What follows belongs to an exercise in optimizing a design on an open flow for small area, a short achievable clock period and few clock cycles; a production flow would make more cautious choices. At most, simulation tests tie the RTL to the original design; equivalence was not proved.

==> module CONVCOR, before the edit <==
module CONVCOR(
  input             clk,
  input             rst_n,
  input             in_valid,
  input      [15:0] in_a,
  input      [15:0] in_b,
  input             in_mode,
  output            out_valid,
  output     [35:0] out
);
reg  [3:0]  cnt;           
reg         mode;          
reg  [15:0] ra0, ra1, ra2, rb0, rb1, rb2;   
reg  [15:0] x;             
reg  [3:0]  yr_one, yr_two, yr_neg, yi_one, yi_two, yi_neg;
reg  [1:0]  np, nq;
reg  [17:0] ps_ra, ps_rb, ps_ia, ps_ib;
reg  [35:0] acc, q, o;
reg         uacc;          
reg         ld_q, o_sum, o_q;
reg         ov;
wire        idle    = (cnt == 4'd0);
wire        start   = idle & in_valid;
wire        mode_nx = start ? in_mode : mode;
wire        cj      = idle ? in_mode : mode;
reg  [3:0]  cnt_nx;
always @(*) begin
  if (!rst_n)                                          cnt_nx = 4'd0;
  else if (idle)                                       cnt_nx = in_valid ? 4'd2 : 4'd0;
  else if ((mode && cnt == 4'd6) || (!mode && cnt == 4'd12)) cnt_nx = 4'd0;
  else                                                 cnt_nx = cnt + 4'd1;
end
reg [1:0] xs, ys;
reg       uacc_nx, ld_q_nx, o_sum_nx, o_q_nx, ov_nx;
always @(*) begin
  xs = 2'd3; ys = 2'd3;
  uacc_nx = 1'b0; ld_q_nx = 1'b0; o_sum_nx = 1'b0; o_q_nx = 1'b0; ov_nx = 1'b0;
  if (mode) begin
    case (cnt)
      4'd3: uacc_nx = 1'b1;
      4'd4: begin uacc_nx = 1'b1; o_sum_nx = 1'b1; end
      4'd5: ov_nx = 1'b1;
      default: ;
    endcase
  end else begin
    case (cnt)
      4'd2:  begin xs = 2'd0;             o_sum_nx = 1'b1; end
      4'd3:  begin xs = 2'd0; ys = 2'd1; end
      4'd4:  begin xs = 2'd1; ys = 2'd1; uacc_nx = 1'b1; ld_q_nx = 1'b1; end
      4'd5:  begin xs = 2'd0; ys = 2'd1; end
      4'd6:  begin xs = 2'd2; ys = 2'd1; uacc_nx = 1'b1; end
      4'd7:  begin xs = 2'd1; ys = 2'd0; uacc_nx = 1'b1; ld_q_nx = 1'b1; o_q_nx = 1'b1; ov_nx = 1'b1; end
      4'd8:  begin xs = 2'd1; ys = 2'd2;                                  o_q_nx = 1'b1; ov_nx = 1'b1; end
      4'd9:  begin xs = 2'd2; ys = 2'd2; uacc_nx = 1'b1; o_sum_nx = 1'b1;                 ov_nx = 1'b1; end
      4'd10: begin                                         o_sum_nx = 1'b1;                 ov_nx = 1'b1; end
      4'd11: begin                                                                          ov_nx = 1'b1; end
      default: ;
    endcase
  end
  if (!rst_n) begin
    uacc_nx = 1'b0; ld_q_nx = 1'b0; o_sum_nx = 1'b0; o_q_nx = 1'b0; ov_nx = 1'b0;
  end
end
always @(posedge clk) begin
  cnt  <= cnt_nx;
  mode <= mode_nx;
  uacc <= uacc_nx; ld_q <= ld_q_nx; o_sum <= o_sum_nx; o_q <= o_q_nx;
  ov   <= ov_nx;
end
wire ld_ring = (cnt <= 4'd3);
always @(posedge clk) begin
  ra0 <= ld_ring ? in_a : ra2;  ra1 <= ra0;  ra2 <= ra1;
  rb0 <= ld_ring ? in_b : rb2;  rb1 <= rb0;  rb2 <= rb1;
end
wire [15:0] x_nx = (xs == 2'd0) ? ra0 : (xs == 2'd1) ? ra1 : (xs == 2'd2) ? ra2 : in_a;
wire [15:0] y_nx = (ys == 2'd0) ? rb0 : (ys == 2'd1) ? rb1 : (ys == 2'd2) ? rb2 : in_b;
function [11:0] booth;   
  input [7:0] v;
  input       ng;
  integer k;
  reg b2, b1, b0;
  begin
    for (k = 0; k < 4; k = k + 1) begin
      b2 = v[2*k+1]; b1 = v[2*k]; b0 = (k == 0) ? 1'b0 : v[2*k-1];
      booth[k]     = b1 ^ b0;
      booth[4+k]   = (b2 & ~b1 & ~b0) | (~b2 & b1 & b0);
      booth[8+k]   = b2 ^ ng;
    end
  end
endfunction
wire [11:0] eyr = booth(y_nx[15:8], 1'b0);
wire [11:0] eyi = booth(y_nx[7:0], cj);
always @(posedge clk) begin
  x <= x_nx;
  {yr_neg, yr_two, yr_one} <= eyr;
  {yi_neg, yi_two, yi_one} <= eyi;
  np <= {eyr[11] & ~eyi[11], eyr[11] ^ ~eyi[11]};
  nq <= {eyr[11] & eyi[11],  eyr[11] ^ eyi[11]};
end
wire [17:0] ra, rb, ia, ib;
ptree u_pt (.xr(x[15:8]), .xi(x[7:0]),
            .yr_one(yr_one), .yr_two(yr_two), .yr_neg(yr_neg),
            .yi_one(yi_one), .yi_two(yi_two), .yi_neg(yi_neg),
            .np(np), .nq(nq), .ra(ra), .rb(rb), .ia(ia), .ib(ib));
always @(posedge clk) begin
  ps_ra <= ra; ps_rb <= rb; ps_ia <= ia; ps_ib <= ib;
end
wire [35:0] accg = {36{uacc}} & acc;
wire [17:0] gr = accg[35:18], gi = accg[17:0];
wire [17:0] sr_s = ps_ra ^ ps_rb ^ gr;
wire [17:0] sr_c = (ps_ra & ps_rb) | (ps_ra & gr) | (ps_rb & gr);
wire [17:0] si_s = ps_ia ^ ps_ib ^ gi;
wire [17:0] si_c = (ps_ia & ps_ib) | (ps_ia & gi) | (ps_ib & gi);
wire [17:0] sr = sr_s + {sr_c[16:0], 1'b0};
wire [17:0] si = si_s + {si_c[16:0], 1'b0};
wire [35:0] sum = {sr, si};
always @(posedge clk) begin
  acc <= sum;
  if (ld_q) q <= sum;
  if (o_sum)    o <= sum;
  else if (o_q) o <= q;
end
assign out_valid = ov;
assign out = {36{ov}} & o;
endmodule
clock: 10.0 ns
lec_check: 0
cap_margin: 20
core_margin: 2
core_utilization: 40
slew_margin: 20
standard.sh (not shown) runs the stock make flow with config.mk's settings and CLKGATE_MAP_FILE= SYNTH_SCRIPT=/design/flow/synth_recipe.tcl, a recipe that flattens the netlist after the stock synthesis.
==> flow/flow/run.sh <==
#!/bin/bash
set -euo pipefail
bash standard.sh SETUP_SLACK_MARGIN=6.6 "BUFFER_PORTS_ARGS=-buffer_cell sky130_fd_sc_hd__buf_2" finish > make_finish.log 2>&1
Testbench counts at the start, summed over its fixed seeds: cycles 21,468.
Next try:
--- a/flow/design.v
+++ b/flow/design.v
@@ -16,7 +16,6 @@
 reg  [1:0]  np, nq;
 reg  [17:0] ps_ra, ps_rb, ps_ia, ps_ib;
 reg  [35:0] acc, q, o;
-reg         uacc;          
 reg         ld_q, o_sum, o_q;
 reg         ov;
 wire        idle    = (cnt == 4'd0);
@@ -64,7 +63,7 @@
 always @(posedge clk) begin
   cnt  <= cnt_nx;
   mode <= mode_nx;
-  uacc <= uacc_nx; ld_q <= ld_q_nx; o_sum <= o_sum_nx; o_q <= o_q_nx;
+  ld_q <= ld_q_nx; o_sum <= o_sum_nx; o_q <= o_q_nx;
   ov   <= ov_nx;
 end
 wire ld_ring = (cnt <= 4'd3);
@@ -105,8 +104,7 @@
 always @(posedge clk) begin
   ps_ra <= ra; ps_rb <= rb; ps_ia <= ia; ps_ib <= ib;
 end
-wire [35:0] accg = {36{uacc}} & acc;
-wire [17:0] gr = accg[35:18], gi = accg[17:0];
+wire [17:0] gr = acc[35:18], gi = acc[17:0];
 wire [17:0] sr_s = ps_ra ^ ps_rb ^ gr;
 wire [17:0] sr_c = (ps_ra & ps_rb) | (ps_ra & gr) | (ps_rb & gr);
 wire [17:0] si_s = ps_ia ^ ps_ib ^ gi;
@@ -115,7 +113,7 @@
 wire [17:0] si = si_s + {si_c[16:0], 1'b0};
 wire [35:0] sum = {sr, si};
 always @(posedge clk) begin
-  acc <= sum;
+  acc <= {36{uacc_nx}} & sum;    
   if (ld_q) q <= sum;
   if (o_sum)    o <= sum;
   else if (o_q) o <= q;
The new run completed with no timing, DRC or antenna violations.
First-iteration DRC count decreases by 2.6%.
Cell area decreases by 1.0%.
Final cell count increases by 0.36%.
Routed wire length is about the same.
Worst setup slack improved by 42 ps.
Global-route usage decreases by 0.80 points.
Flip-flop and latch count decreases by 1.
Non-clock buffer count decreases by 2.
Clock skew increases by 23 ps.
Die area hardly moves.
Hold slack got worse by 5.8 ps.
Function not checked in the second run of this note: the RTL went through the layout flow alone.

* * *

Another version of the RTL of CONVCOR (not shown whole).
For scale: ~1600 cells after synthesis, ~73 I/O pins, ~0.018 mm^2 of cells after synthesis.
==> module CONVCOR, before the edit <==
module CONVCOR(
  input             clk,
  input             rst_n,
  input             in_valid,
  input      [15:0] in_a,
  input      [15:0] in_b,
  input             in_mode,
  output            out_valid,
  output     [35:0] out
);
reg  [3:0]  cnt;           
reg         mode;          
reg  [15:0] ra0, ra1, ra2, rb0, rb1, rb2;   
reg  [15:0] x;             
reg  [3:0]  yr_one, yr_two, yr_neg, yi_one, yi_two, yi_neg;
reg  [1:0]  np, nq;
reg  [17:0] ps_ra, ps_rb, ps_ia, ps_ib;
reg  [35:0] acc, q, o;
reg         ld_q, o_sum, o_q;
reg         ov, ovn;       
reg         ov_pre;        
reg         ovd, ovdn;     
wire        idle    = (cnt == 4'd0);
wire        start   = idle & in_valid;
wire        mode_nx = start ? in_mode : mode;
wire        cj      = idle ? in_mode : mode;
reg  [3:0]  cnt_nx;
always @(*) begin
  if (!rst_n)                                          cnt_nx = 4'd0;
  else if (idle)                                       cnt_nx = in_valid ? 4'd2 : 4'd0;
  else if ((mode && cnt == 4'd6) || (!mode && cnt == 4'd12)) cnt_nx = 4'd0;
  else                                                 cnt_nx = cnt + 4'd1;
end
reg [1:0] xs, ys;
reg       uacc_nx, ld_q_nx, o_sum_nx, o_q_nx, ov_nx;
always @(*) begin
  xs = 2'd3; ys = 2'd3;
  uacc_nx = 1'b0; ld_q_nx = 1'b0; o_sum_nx = 1'b0; o_q_nx = 1'b0; ov_nx = 1'b0;
  if (mode) begin
    case (cnt)
      4'd3: uacc_nx = 1'b1;
      4'd4: begin uacc_nx = 1'b1; o_sum_nx = 1'b1; end
      4'd5: ov_nx = 1'b1;
      default: ;
    endcase
  end else begin
    case (cnt)
      4'd2:  begin xs = 2'd0;             o_sum_nx = 1'b1; end
      4'd3:  begin xs = 2'd0; ys = 2'd1; end
      4'd4:  begin xs = 2'd1; ys = 2'd1; uacc_nx = 1'b1; ld_q_nx = 1'b1; end
      4'd5:  begin xs = 2'd0; ys = 2'd1; end
      4'd6:  begin xs = 2'd2; ys = 2'd1; uacc_nx = 1'b1; end
      4'd7:  begin xs = 2'd1; ys = 2'd0; uacc_nx = 1'b1; ld_q_nx = 1'b1; o_q_nx = 1'b1; ov_nx = 1'b1; end
      4'd8:  begin xs = 2'd1; ys = 2'd2;                                  o_q_nx = 1'b1; ov_nx = 1'b1; end
      4'd9:  begin xs = 2'd2; ys = 2'd2; uacc_nx = 1'b1; o_sum_nx = 1'b1;                 ov_nx = 1'b1; end
      4'd10: begin                                         o_sum_nx = 1'b1;                 ov_nx = 1'b1; end
      4'd11: begin                                                                          ov_nx = 1'b1; end
      default: ;
    endcase
  end
  if (!rst_n) begin
    uacc_nx = 1'b0; ld_q_nx = 1'b0; o_sum_nx = 1'b0; o_q_nx = 1'b0; ov_nx = 1'b0;
  end
end
wire ov_pre_nx = mode_nx ? (cnt_nx == 4'd5) : (cnt_nx >= 4'd7 && cnt_nx <= 4'd11);
always @(posedge clk) begin
  cnt  <= cnt_nx;
  mode <= mode_nx;
  ld_q <= ld_q_nx; o_sum <= o_sum_nx; o_q <= o_q_nx;
  ov   <= ov_nx;
  ovn  <= ~ov_nx;
  ov_pre <= ov_pre_nx;
  ovd  <= ov_pre & rst_n;
  ovdn <= ~(ov_pre & rst_n);
end
wire ld_ring = (cnt <= 4'd3);
always @(posedge clk) begin
  ra0 <= ld_ring ? in_a : ra2;  ra1 <= ra0;  ra2 <= ra1;
  rb0 <= ld_ring ? in_b : rb2;  rb1 <= rb0;  rb2 <= rb1;
end
wire [15:0] x_nx = (xs == 2'd0) ? ra0 : (xs == 2'd1) ? ra1 : (xs == 2'd2) ? ra2 : in_a;
wire [15:0] y_nx = (ys == 2'd0) ? rb0 : (ys == 2'd1) ? rb1 : (ys == 2'd2) ? rb2 : in_b;
function [11:0] booth;   
  input [7:0] v;
  input       ng;
  integer k;
  reg b2, b1, b0;
  begin
    for (k = 0; k < 4; k = k + 1) begin
      b2 = v[2*k+1]; b1 = v[2*k]; b0 = (k == 0) ? 1'b0 : v[2*k-1];
      booth[k]     = b1 ^ b0;
      booth[4+k]   = (b2 & ~b1 & ~b0) | (~b2 & b1 & b0);
      booth[8+k]   = b2 ^ ng;
    end
  end
endfunction
wire [11:0] eyr = booth(y_nx[15:8], 1'b0);
wire [11:0] eyi = booth(y_nx[7:0], cj);
always @(posedge clk) begin
  x <= x_nx;
  {yr_neg, yr_two, yr_one} <= eyr;
  {yi_neg, yi_two, yi_one} <= eyi;
  np <= {eyr[11] & ~eyi[11], eyr[11] ^ ~eyi[11]};
  nq <= {eyr[11] & eyi[11],  eyr[11] ^ eyi[11]};
end
wire [17:0] ra, rb, ia, ib;
ptree u_pt (.xr(x[15:8]), .xi(x[7:0]),
            .yr_one(yr_one), .yr_two(yr_two), .yr_neg(yr_neg),
            .yi_one(yi_one), .yi_two(yi_two), .yi_neg(yi_neg),
            .np(np), .nq(nq), .ra(ra), .rb(rb), .ia(ia), .ib(ib));
always @(posedge clk) begin
  ps_ra <= ra; ps_rb <= rb; ps_ia <= ia; ps_ib <= ib;
end
wire [17:0] gr = acc[35:18], gi = acc[17:0];
wire [17:0] sr_s = ps_ra ^ ps_rb ^ gr;
wire [17:0] sr_c = (ps_ra & ps_rb) | (ps_ra & gr) | (ps_rb & gr);
wire [17:0] si_s = ps_ia ^ ps_ib ^ gi;
wire [17:0] si_c = (ps_ia & ps_ib) | (ps_ia & gi) | (ps_ib & gi);
wire [17:0] sr = sr_s + {sr_c[16:0], 1'b0};
wire [17:0] si = si_s + {si_c[16:0], 1'b0};
wire [35:0] sum = {sr, si};
always @(posedge clk) begin
  acc <= {36{uacc_nx}} & sum;    
  if (ld_q) q <= sum;
  if (o_sum)    o <= sum;
  else if (o_q) o <= q;
end
assign out_valid = ov;
assign out = {~({9{ovdn}} | ~o[35:27]), {9{ovd}} & o[26:18], ~({9{ovn}} | ~o[17:9]), {9{ov}} & o[8:0]};
endmodule
clock: 10.0 ns
lec_check: 0
cap_margin: 20
core_margin: 2
core_utilization: 40
cts_cluster_diameter: 80
cts_cluster_size: 24
slew_margin: 20
==> flow/flow/run.sh <==
#!/bin/bash
set -euo pipefail
bash standard.sh SETUP_SLACK_MARGIN=6.8 "BUFFER_PORTS_ARGS=-buffer_cell sky130_fd_sc_hd__buf_2" finish > make_finish.log 2>&1
The starting point went through all stages and came out clean.
==> next run, changes <==
--- a/flow/design.v
+++ b/flow/design.v
@@ -16,12 +16,10 @@
 reg  [1:0]  np, nq;
 reg  [17:0] ps_ra, ps_rb, ps_ia, ps_ib;
 reg  [35:0] acc, q, o;
 reg         ld_q, o_sum, o_q;
 reg         ov, ovn;       
-reg         ov_pre;        
-reg         ovd, ovdn;     
 wire        idle    = (cnt == 4'd0);
 wire        start   = idle & in_valid;
 wire        mode_nx = start ? in_mode : mode;
 wire        cj      = idle ? in_mode : mode;
 reg  [3:0]  cnt_nx;
@@ -60,20 +58,16 @@
   end
   if (!rst_n) begin
     uacc_nx = 1'b0; ld_q_nx = 1'b0; o_sum_nx = 1'b0; o_q_nx = 1'b0; ov_nx = 1'b0;
   end
 end
-wire ov_pre_nx = mode_nx ? (cnt_nx == 4'd5) : (cnt_nx >= 4'd7 && cnt_nx <= 4'd11);
 always @(posedge clk) begin
   cnt  <= cnt_nx;
   mode <= mode_nx;
   ld_q <= ld_q_nx; o_sum <= o_sum_nx; o_q <= o_q_nx;
   ov   <= ov_nx;
   ovn  <= ~ov_nx;
-  ov_pre <= ov_pre_nx;
-  ovd  <= ov_pre & rst_n;
-  ovdn <= ~(ov_pre & rst_n);
 end
 wire ld_ring = (cnt <= 4'd3);
 always @(posedge clk) begin
   ra0 <= ld_ring ? in_a : ra2;  ra1 <= ra0;  ra2 <= ra1;
   rb0 <= ld_ring ? in_b : rb2;  rb1 <= rb0;  rb2 <= rb1;
@@ -124,11 +118,11 @@
   if (ld_q) q <= sum;
   if (o_sum)    o <= sum;
   else if (o_q) o <= q;
 end
 assign out_valid = ov;
-assign out = {~({9{ovdn}} | ~o[35:27]), {9{ovd}} & o[26:18], ~({9{ovn}} | ~o[17:9]), {9{ov}} & o[8:0]};
+assign out = {~({18{ovn}} | ~o[35:18]), {18{ov}} & o[17:0]};
 endmodule
 module ptree(
   input  [7:0] xr, input [7:0] xi,
   input  [3:0] yr_one, input [3:0] yr_two, input [3:0] yr_neg,
   input  [3:0] yi_one, input [3:0] yi_two, input [3:0] yi_neg,
Result:
- routed wire length fell by a little under a tenth
- worst setup slack degrades by 0.0090 ns
- area after synthesis fell by a few percent
- cell area fell slightly
- die area fell by a few percent
- sequential share of layout area fell by 0.44 points
- hold slack degrades by 0.0076 ns
- global-route usage fell by 0.66 points
- cell count fell by a few percent
- utilization rose by 0.23 points
- synthesized cell count fell by roughly a tenth
Testbench counts after the change, summed over its fixed seeds: cycles 21,468.
Only the layout flow was run in the first run of this note; the RTL was not checked for function there.

-- separate check: timing with driven ports --
How much do the figures lean on ideal ports? The routed layouts below were timed once more, with nothing changed but the port constraints. Step 1 sets driving cells, clkbuf_16 on the clock port and buf_2 on the other inputs (assumed; they add their load-dependent delay and slew). Step 2 adds t to the input delays and takes it off the output delays; t is the mean of the earliest and latest rising clock arrival at the registers after step 1. Input paths then give back, and output paths get back, about the clock's delay inside the block. a / b / c = ideal / step 1 / step 2; a / b = the first two.
run	t (ns)	setup slack, ns	worst hold slack (ns)	worst setup path after step 2	cell pins on the clock port's net
the first run of note 1	0.587	6.579 / 6.579 / 6.486	0.338 / 0.338 / 0.338	input to register	1
the second run of note 1	0.594	6.622 / 6.569 / 6.656	0.332 / 0.332 / 0.332	input to register	1
the first run of note 2	0.589	6.769 / 6.716 / 6.396	0.345 / 0.345 / 0.345	input to register	1
the second run of note 2	0.575	6.760 / 6.705 / 6.677	0.338 / 0.338 / 0.338	input to register	1
After both steps every run listed still meets setup and hold. For the first run of note 2, which loses most, drivers alone change the setup slack by -0.053 ns; drivers and shift together by -0.373 ns.
